Background: an optimization exercise with open tools, aiming at small area. Do not read the settings as production practice.
In this exercise RTL edits were held to simulation tests only and were not proved equivalent to the original.
No activity file was given, so power comes from the tool's default toggle rates. The clock port is modelled as an ideal driver; clocking choices that lean on that would not hold on a real chip.

job 6879:
==> flow/design.v <==
module baud_generator #(
  parameter CLK_FREQ   = 100000000                              ,  
  parameter CLK_DIV    = 8                               ,  
  parameter BAUDRATE   = 9600                              ,  
  parameter BAUD_WIDTH = $clog2(CLK_FREQ/(2 * CLK_DIV * 1200))         
)
(
  input        clk     ,  
  input        reset_n ,  
  input  [2:0] baudrate,  
  output reg   bclk    ,  
  output       bclk_rise  
);
  reg [BAUD_WIDTH-1:0] divisor;  
  wire                 tick   ;  
  reg [BAUD_WIDTH-1:0] count  ;  
  always @(baudrate) begin : divisor_select
    case (baudrate)
      3'b000 : begin
        divisor = 100000000/(2 * CLK_DIV * 1200) - 1;
      end
      3'b001 : begin
        divisor = 100000000/(2 * CLK_DIV * 2400) - 1;
      end
      3'b010 : begin
        divisor = 100000000/(2 * CLK_DIV * 4800) - 1;
      end
      3'b011 : begin
        divisor = 100000000/(2 * CLK_DIV * 9600) - 1;
      end
      3'b100 : begin
        divisor = 100000000/(2 * CLK_DIV * 19200) - 1;
      end
      3'b101 : begin
        divisor = 100000000/(2 * CLK_DIV * 38400) - 1;
      end
      3'b110 : begin
        divisor = 100000000/(2 * CLK_DIV * 57600) - 1;
      end
      3'b111 : begin
        divisor = 100000000/(2 * CLK_DIV * 115200) - 1;
      end
      default : begin
        divisor = 0;
      end
    endcase
  end : divisor_select
  assign tick = (divisor == count);
  assign bclk_rise = tick & ~bclk;
  always @(posedge clk, negedge reset_n) begin : count_process
    if (~reset_n) begin
      count <= 0;
    end
    else begin
      count <= (tick == 0) ? count + 1 : 0;
    end
  end : count_process
  always @(posedge clk, negedge reset_n) begin : bclk_assignment
    if (~reset_n) begin
      bclk <= 0;
    end
    else begin
      bclk <= (tick == 0) ? bclk : ~bclk;
    end
  end : bclk_assignment
endmodule
module edabk_uart_tx #(
  parameter DATA_WIDTH    = 8        ,  
  parameter ADDRESS_WIDTH = 8   
)
(
  input                   clk       ,   
  input                   reset_n   ,   
  input  [2:0]            baudrate  ,   
  input                   parity    ,   
  input                   write     ,   
  input  [DATA_WIDTH-1:0] write_data,   
  input                   flush     ,   
  output                  tx_out    ,   
  output                  tx_busy   ,   
  output                  fifo_empty,   
  output                  fifo_full     
);
  localparam NS = 1 << ADDRESS_WIDTH;   
  localparam PB = 3;                    
  localparam NP = NS >> PB;             
  localparam DL = (1 << PB) - 1;        
  wire bclk   ;  
  wire bclk_en;  
  baud_generator baud_generator (
    .clk      (clk      ),
    .reset_n  (reset_n  ),
    .baudrate (baudrate ),
    .bclk     (bclk     ),
    .bclk_rise(bclk_en  )
  );
  reg  [ADDRESS_WIDTH-1:0] wd   ;  
  reg  [ADDRESS_WIDTH-1:0] rd   ;  
  reg  [ADDRESS_WIDTH-1:0] id   ;  
  reg                      empty;
  reg                      full ;
  reg                      busy ;
  wire we  = write & ~full & ~flush;        
  wire pop = bclk_en & ~busy & ~empty;      
  assign fifo_empty = empty;
  assign fifo_full  = full;
  assign tx_busy    = busy;
  always @(posedge clk, negedge reset_n) begin : flags
    if (~reset_n) begin
      full  <= 1'b0;
      empty <= 1'b1;
    end else if (flush) begin
      full  <= 1'b0;
      empty <= 1'b1;
    end else begin
      full  <= ((wd == rd + 1'b1) & we & ~pop) | (full & ~pop);
      empty <= ((rd == wd + 1'b1) & pop & ~we) | (empty & ~we);
    end
  end
  reg  [DATA_WIDTH-1:0] dly [0:DL-1];  
  reg  [DL-1:0]         dv          ;  
  reg  [PB-1:0]         osel        ;  
  integer               k           ;
  always @(*) begin : oldest
    osel = 0;
    for (k = 0; k < DL; k = k + 1)
      if (dv[k]) osel = k;
  end
  wire                  pend = |dv;                             
  wire                  ins  = (id[PB-1:0] == 0) & (pend | we);  
  wire [DATA_WIDTH-1:0] din  = pend ? dly[osel] : write_data;
  always @(posedge clk) begin : delay_line
    dly[0] <= write_data;
    for (k = 1; k < DL; k = k + 1)
      dly[k] <= dly[k-1];
  end
  always @(posedge clk, negedge reset_n) begin : delay_valid
    if (~reset_n) begin
      dv <= 0;
    end else begin
      dv[0] <= we & ~(ins & ~pend);
      for (k = 1; k < DL; k = k + 1)
        dv[k] <= dv[k-1] & ~(ins & pend & (osel == k - 1)) & ~flush;
    end
  end
  always @(posedge clk, negedge reset_n) begin : pointers
    if (~reset_n) begin
      wd <= 0;
      rd <= 0;
      id <= 0;
    end else if (flush) begin
      wd <= 0;
      rd <= 0;
      id <= 0;
    end else begin
      wd <= we  ? wd : wd + 1'b1;
      rd <= pop ? rd : rd + 1'b1;
      id <= ins ? id : id + 1'b1;
    end
  end
  reg  [NS*DATA_WIDTH-1:0] ring;            
  wire [NS*DATA_WIDTH-1:0] ring_in;         
  wire [DATA_WIDTH-1:0]    pin  [0:NP-1];   
  genvar p;
  generate
    for (p = 0; p < NP; p = p + 1) begin : port
      wire [DATA_WIDTH-1:0] prev = ring[((p << PB) + NS - 1) % NS * DATA_WIDTH +: DATA_WIDTH];
      assign pin[p] = ~((ins && id[ADDRESS_WIDTH-1:PB] == p) ? (p % 2 ? din : ~din) : prev);
      assign ring_in[(p << PB) * DATA_WIDTH +: DATA_WIDTH] = pin[p];
      assign ring_in[((p << PB) + 1) * DATA_WIDTH +: ((1 << PB) - 1) * DATA_WIDTH] =
             ring[(p << PB) * DATA_WIDTH +: ((1 << PB) - 1) * DATA_WIDTH];
    end
  endgenerate
  always @(posedge clk) begin : ring_shift
    ring <= ring_in;
  end
  wire [DATA_WIDTH-1:0] tap    = pin[0];
  wire                  at_tap = (rd == 0);
  reg [DATA_WIDTH-1:0] head;  
  reg [6:0]            step;  
  reg                  pf  ;  
  reg                  pbit;  
  wire hfree = ~busy | (step[6:3] >= 4'd9);
  always @(posedge clk) begin : head_register
    if (hfree & empty & we)
      head <= write_data;
    else if (hfree & ~empty & at_tap)
      head <= tap;
  end
  always @(posedge clk, negedge reset_n) begin : busy_flag
    if (~reset_n) begin
      busy <= 1'b0;
    end else if (bclk_en) begin
      if (~busy)
        busy <= ~empty;
      else if (step == (pf ? 7'd88 : 7'd80))
        busy <= 1'b0;
    end
  end
  always @(posedge clk) begin : frame_counter
    if (bclk_en) begin
      if (~busy) begin
        step <= 0;
        pf   <= parity;
        pbit <= ~parity | ~(^head);
      end else begin
        step <= step + 1'b1;
      end
    end
  end
  reg tx;
  always @(*) begin : serial_out
    case (step[6:3])
      4'd0    : tx = 1'b0;
      4'd1    : tx = head[0];
      4'd2    : tx = head[1];
      4'd3    : tx = head[2];
      4'd4    : tx = head[3];
      4'd5    : tx = head[4];
      4'd6    : tx = head[5];
      4'd7    : tx = head[6];
      4'd8    : tx = head[7];
      4'd9    : tx = pbit;
      default : tx = 1'b1;
    endcase
  end
  assign tx_out = ~busy | tx;
endmodule
==> flow/config.mk <==
export PLATFORM = sky130hd
export DESIGN_NAME = edabk_uart_tx
export DESIGN_NICKNAME = edabk_uart_tx
export VERILOG_FILES = /design/flow/design.v
export SDC_FILE = /design/flow/constraint.sdc
export NUM_CORES = 8
export LEC_CHECK = 0
export CAP_MARGIN = 10
export CORE_MARGIN = 2
export CORE_UTILIZATION = 50
export GPL_TIMING_DRIVEN = 0
export PLACE_DENSITY = 0.6
export SLEW_MARGIN = 10
==> flow/constraint.sdc <==
create_clock -name core_clock -period 10.0 [get_ports {clk}]
set_input_delay 2.0000 -clock core_clock [delete_from_list [all_inputs] [get_ports {clk}]]
set_output_delay 2.0000 -clock core_clock [all_outputs]
set_load 0.01 [all_outputs]
standard.sh (not shown) runs the stock make flow with config.mk's settings and CLKGATE_MAP_FILE= SYNTH_SCRIPT=/design/flow/synth_recipe.tcl, a recipe that flattens the netlist after the stock synthesis.
==> flow/flow/run.sh <==
#!/bin/bash
# Layout flow: the standard flow (standard.sh) with three changes.
#  1. Synthesis runs the standard flow's own synthesis script (synth_recipe.tcl, which sources ORFS's
#     synth.tcl), but ABC maps the logic with an area-oriented script (flow/abc_area.script)
#     instead of ORFS's delay-oriented one. Flip-flops are mapped by dfflibmap before ABC runs,
#     so the registers (names, count, cell types) are those of the standard synthesis.
#  2. Clock tree synthesis clusters up to 35 sinks within 70 um on clkbuf_16 and inserts no
#     dummy loads.
#  3. Ports are buffered with buf_1.
# Each tool's output goes to a log of its own: synth.log (synthesis), standard.log (the rest);
# ORFS's per-step logs are under orfs/logs.
set -euo pipefail
here=$(pwd)

# abc wrapper: swap the mapping script, drop the delay target
cat > synth_area.tcl <<EOT
proc abc {args} {
  set i [lsearch -exact \$args -script]
  if { \$i >= 0 } { set args [lreplace \$args [expr {\$i + 1}] [expr {\$i + 1}] $here/flow/abc_area.script] }
  set j [lsearch -exact \$args -D]
  if { \$j >= 0 } { set args [lreplace \$args \$j [expr {\$j + 1}]] }
  yosys abc {*}\$args
}
EOT
cat synth_recipe.tcl >> synth_area.tcl

make -C "$FLOW_HOME" DESIGN_CONFIG="$here/config.mk" WORK_HOME="$here/orfs" CLKGATE_MAP_FILE= \
  SYNTH_SCRIPT="$here/synth_area.tcl" synth > synth.log 2>&1

export CTS_ARGS="-sink_clustering_enable -repair_clock_nets -sink_clustering_size 35 -sink_clustering_max_diameter 70 -buf_list sky130_fd_sc_hd__clkbuf_16 -dont_use_dummy_load"
export BUFFER_PORTS_ARGS="-buffer_cell sky130_fd_sc_hd__buf_1"
bash standard.sh > standard.log 2>&1
==> flow/flow/abc_area.script <==
strash
dc2
dch -f
amap -m
topo
Relative to job 6879, the following input files were edited for job 646:
--- a/flow/flow/run.sh
+++ b/flow/flow/run.sh
@@ -30 +30 @@
-export CTS_ARGS="-sink_clustering_enable -repair_clock_nets -sink_clustering_size 35 -sink_clustering_max_diameter 70 -buf_list sky130_fd_sc_hd__clkbuf_16 -dont_use_dummy_load"
+export CTS_ARGS="-sink_clustering_enable -repair_clock_nets -sink_clustering_size 38 -sink_clustering_max_diameter 70 -buf_list sky130_fd_sc_hd__clkbuf_16 -dont_use_dummy_load"
--- a/flow/config.mk
+++ b/flow/config.mk
@@ -11,2 +11 @@
-export GPL_TIMING_DRIVEN = 0
-export PLACE_DENSITY = 0.6
+export PLACE_DENSITY = 0.5
==> summary.txt <==
Register-to-register slack sits higher in job 646 than in job 6879.
Job 646 ran to completion and came out clean on the timing, design-rule and antenna checks.
For maximum frequency, dividing the value from job 646 by the value from job 6879 gives 1.3.
Per the comparison of job 646 with job 6879, final weighted congestion in routability-driven placement saw an increase, worst hold slack went down, final sequential cell count shows no meaningful change.
Compared with job 6879, in job 646 total half-perimeter wirelength after legalization and detailed placement higher, combinational power down about 13%, pre-CTS setup slack has increased.
Job 646 ends up with a power dissipated in sequential cells that is about 0.4% higher than in job 6879.
[compare] base=job 6879 new=job 646: average instance area after synthesis flat; cell area down about 0.32%.
What job 5854 does differently from job 646 at the input level:
--- a/flow/flow/run.sh
+++ b/flow/flow/run.sh
@@ -30 +30 @@
-export CTS_ARGS="-sink_clustering_enable -repair_clock_nets -sink_clustering_size 38 -sink_clustering_max_diameter 70 -buf_list sky130_fd_sc_hd__clkbuf_16 -dont_use_dummy_load"
+export CTS_ARGS="-sink_clustering_enable -repair_clock_nets -sink_clustering_size 35 -sink_clustering_max_diameter 70 -buf_list sky130_fd_sc_hd__clkbuf_16 -dont_use_dummy_load"
--- a/flow/config.mk
+++ b/flow/config.mk
@@ -10,2 +10,2 @@
-export CORE_UTILIZATION = 50
-export PLACE_DENSITY = 0.5
+export CORE_UTILIZATION = 40
+export PLACE_DENSITY = 0.55
Results
When job 5854 is set beside job 646, its post-route clock skew turns out to be 32 ps smaller. Higher height of the die goes to job 5854 over job 646. Job 5854 and job 646 ended up with roughly the same number of nets in the final layout. Per the comparison of job 5854 with job 646, met3 layer wire length in the routed design shows an increase of 11%; wire length of the first global-routing pass shows a reduction of about 6%; slack of the worst reg-to-reg path shows a reduction of 150 ps; fraction of layout instances using a drive strength above 1 shows no meaningful change. The maximum clock frequency of job 5854 is lower than that of job 646. Worst setup slack sits lower in job 5854 than in job 646. Taking job 646 as the reference point, the count of TritonRoute iterations in the first routing pass of job 5854 rises by 1. For job 646, the slowest library cell on the worst path was o21ai_0, unlike job 5854, where it was nand2_1. Highest metal layer with signal wires = met4: job 5854; highest metal layer with signal wires = met5: job 646.
## Diff of input files: job 8085 against job 5854
--- a/flow/config.mk
+++ b/flow/config.mk
@@ -10,2 +10,2 @@
-export CORE_UTILIZATION = 40
-export PLACE_DENSITY = 0.55
+export CORE_UTILIZATION = 50
+export PLACE_DENSITY = 0.6
--- outcome ---
- Worst clock skew in job 8085 is 9.1 ps above job 5854.
- Re worst setup slack: job 5854 was higher than job 8085.
- When job 8085 is measured against job 5854, its post-place setup slack turns out 17 ps higher.
- Post-route standard cell area excluding fillers shrinks slightly when moving from job 5854 to job 8085.
- Summary of job 8085 over job 5854: fmax went down, global-route usage +3.3 points, layout-stage area growth over the synthesis result moved down.
- In the tables for job 5854 and job 8085, wire length after detailed routing reads higher with job 8085.
- Going from job 5854 to job 8085, clock-buffer cell count has decreased; power has decreased; cell area reported after detailed placement has decreased.
Modified inputs, job 2986 compared to job 8085
--- a/flow/flow/run.sh
+++ b/flow/flow/run.sh
@@ -30 +30 @@
-export CTS_ARGS="-sink_clustering_enable -repair_clock_nets -sink_clustering_size 35 -sink_clustering_max_diameter 70 -buf_list sky130_fd_sc_hd__clkbuf_16 -dont_use_dummy_load"
+export CTS_ARGS="-sink_clustering_enable -repair_clock_nets -sink_clustering_size 38 -sink_clustering_max_diameter 70 -buf_list sky130_fd_sc_hd__clkbuf_16 -dont_use_dummy_load"
--- a/flow/config.mk
+++ b/flow/config.mk
@@ -10,2 +10,2 @@
-export CORE_UTILIZATION = 50
-export PLACE_DENSITY = 0.6
+export CORE_UTILIZATION = 40
+export PLACE_DENSITY = 0.45
- Looking at clock period minus final worst setup slack across both flows, job 2986 is the stronger of the two, with job 8085 trailing.
- Job 2986 vs job 8085: detailed-routed wire length on met3 up
- [job 2986] met2 layer wire length in the routed design rose 3300 um relative to job 8085
- Between job 8085 and job 2986, die outline width increased.
- Compared with job 8085, placement density in the core of job 2986 is lower.
- Job 2986: fraction of power consumed by the clock network 2.7 points above job 8085
- Comparing total power per unit cell area for job 2986 and job 8085, the smaller number came from job 8085.
- Summary of job 2986 over job 8085: number of setup violations in the final report essentially unchanged, worst-case setup margin in the final layout increased 210 ps, global-route usage decreased 2.0 points.

[static timing again, ports no longer ideal]
The flow's constraints put no driver on any port. The routed layouts listed below were extracted and timed again, unchanged, in two steps.
Step 1 assumes that a clkbuf_16 drives the clock port and a buf_2 every other input.
Step 2 adds t to the input delays and takes it off the output delays; t is the mean of the earliest and latest rising clock arrival at the registers after step 1. Input paths then give back, and output paths get back, about the clock's delay inside the block.
a / b / c = ideal ports / drivers / drivers and shift; a / b = the first two.
| run | shift t [ns] | setup WS [ns] | worst setup path at the end | slew at the worst register clock pin (ns) | pins driven straight from the clock port |
|---|---|---|---|---|---|
| job 6879 | 0.691 | 3.370 / 3.370 / 3.370 | register to register | 0.12 / 0.12 | 1 |
| job 646 | 0.706 | 4.711 / 4.711 / 4.241 | input to register | 0.13 / 0.13 | 1 |
| job 5854 | 0.713 | 4.565 / 4.565 / 4.286 | input to register | 0.12 / 0.12 | 1 |
| job 8085 | 0.700 | 4.421 / 4.421 / 4.346 | input to register | 0.12 / 0.12 | 1 |
| job 2986 | 0.733 | 4.632 / 4.655 / 3.922 | input to register | 0.12 / 0.12 | 1 |
After both steps every run listed still meets setup and hold. For job 2986, which loses most, drivers alone change the setup slack by +0.023 ns; drivers and shift together by -0.710 ns.
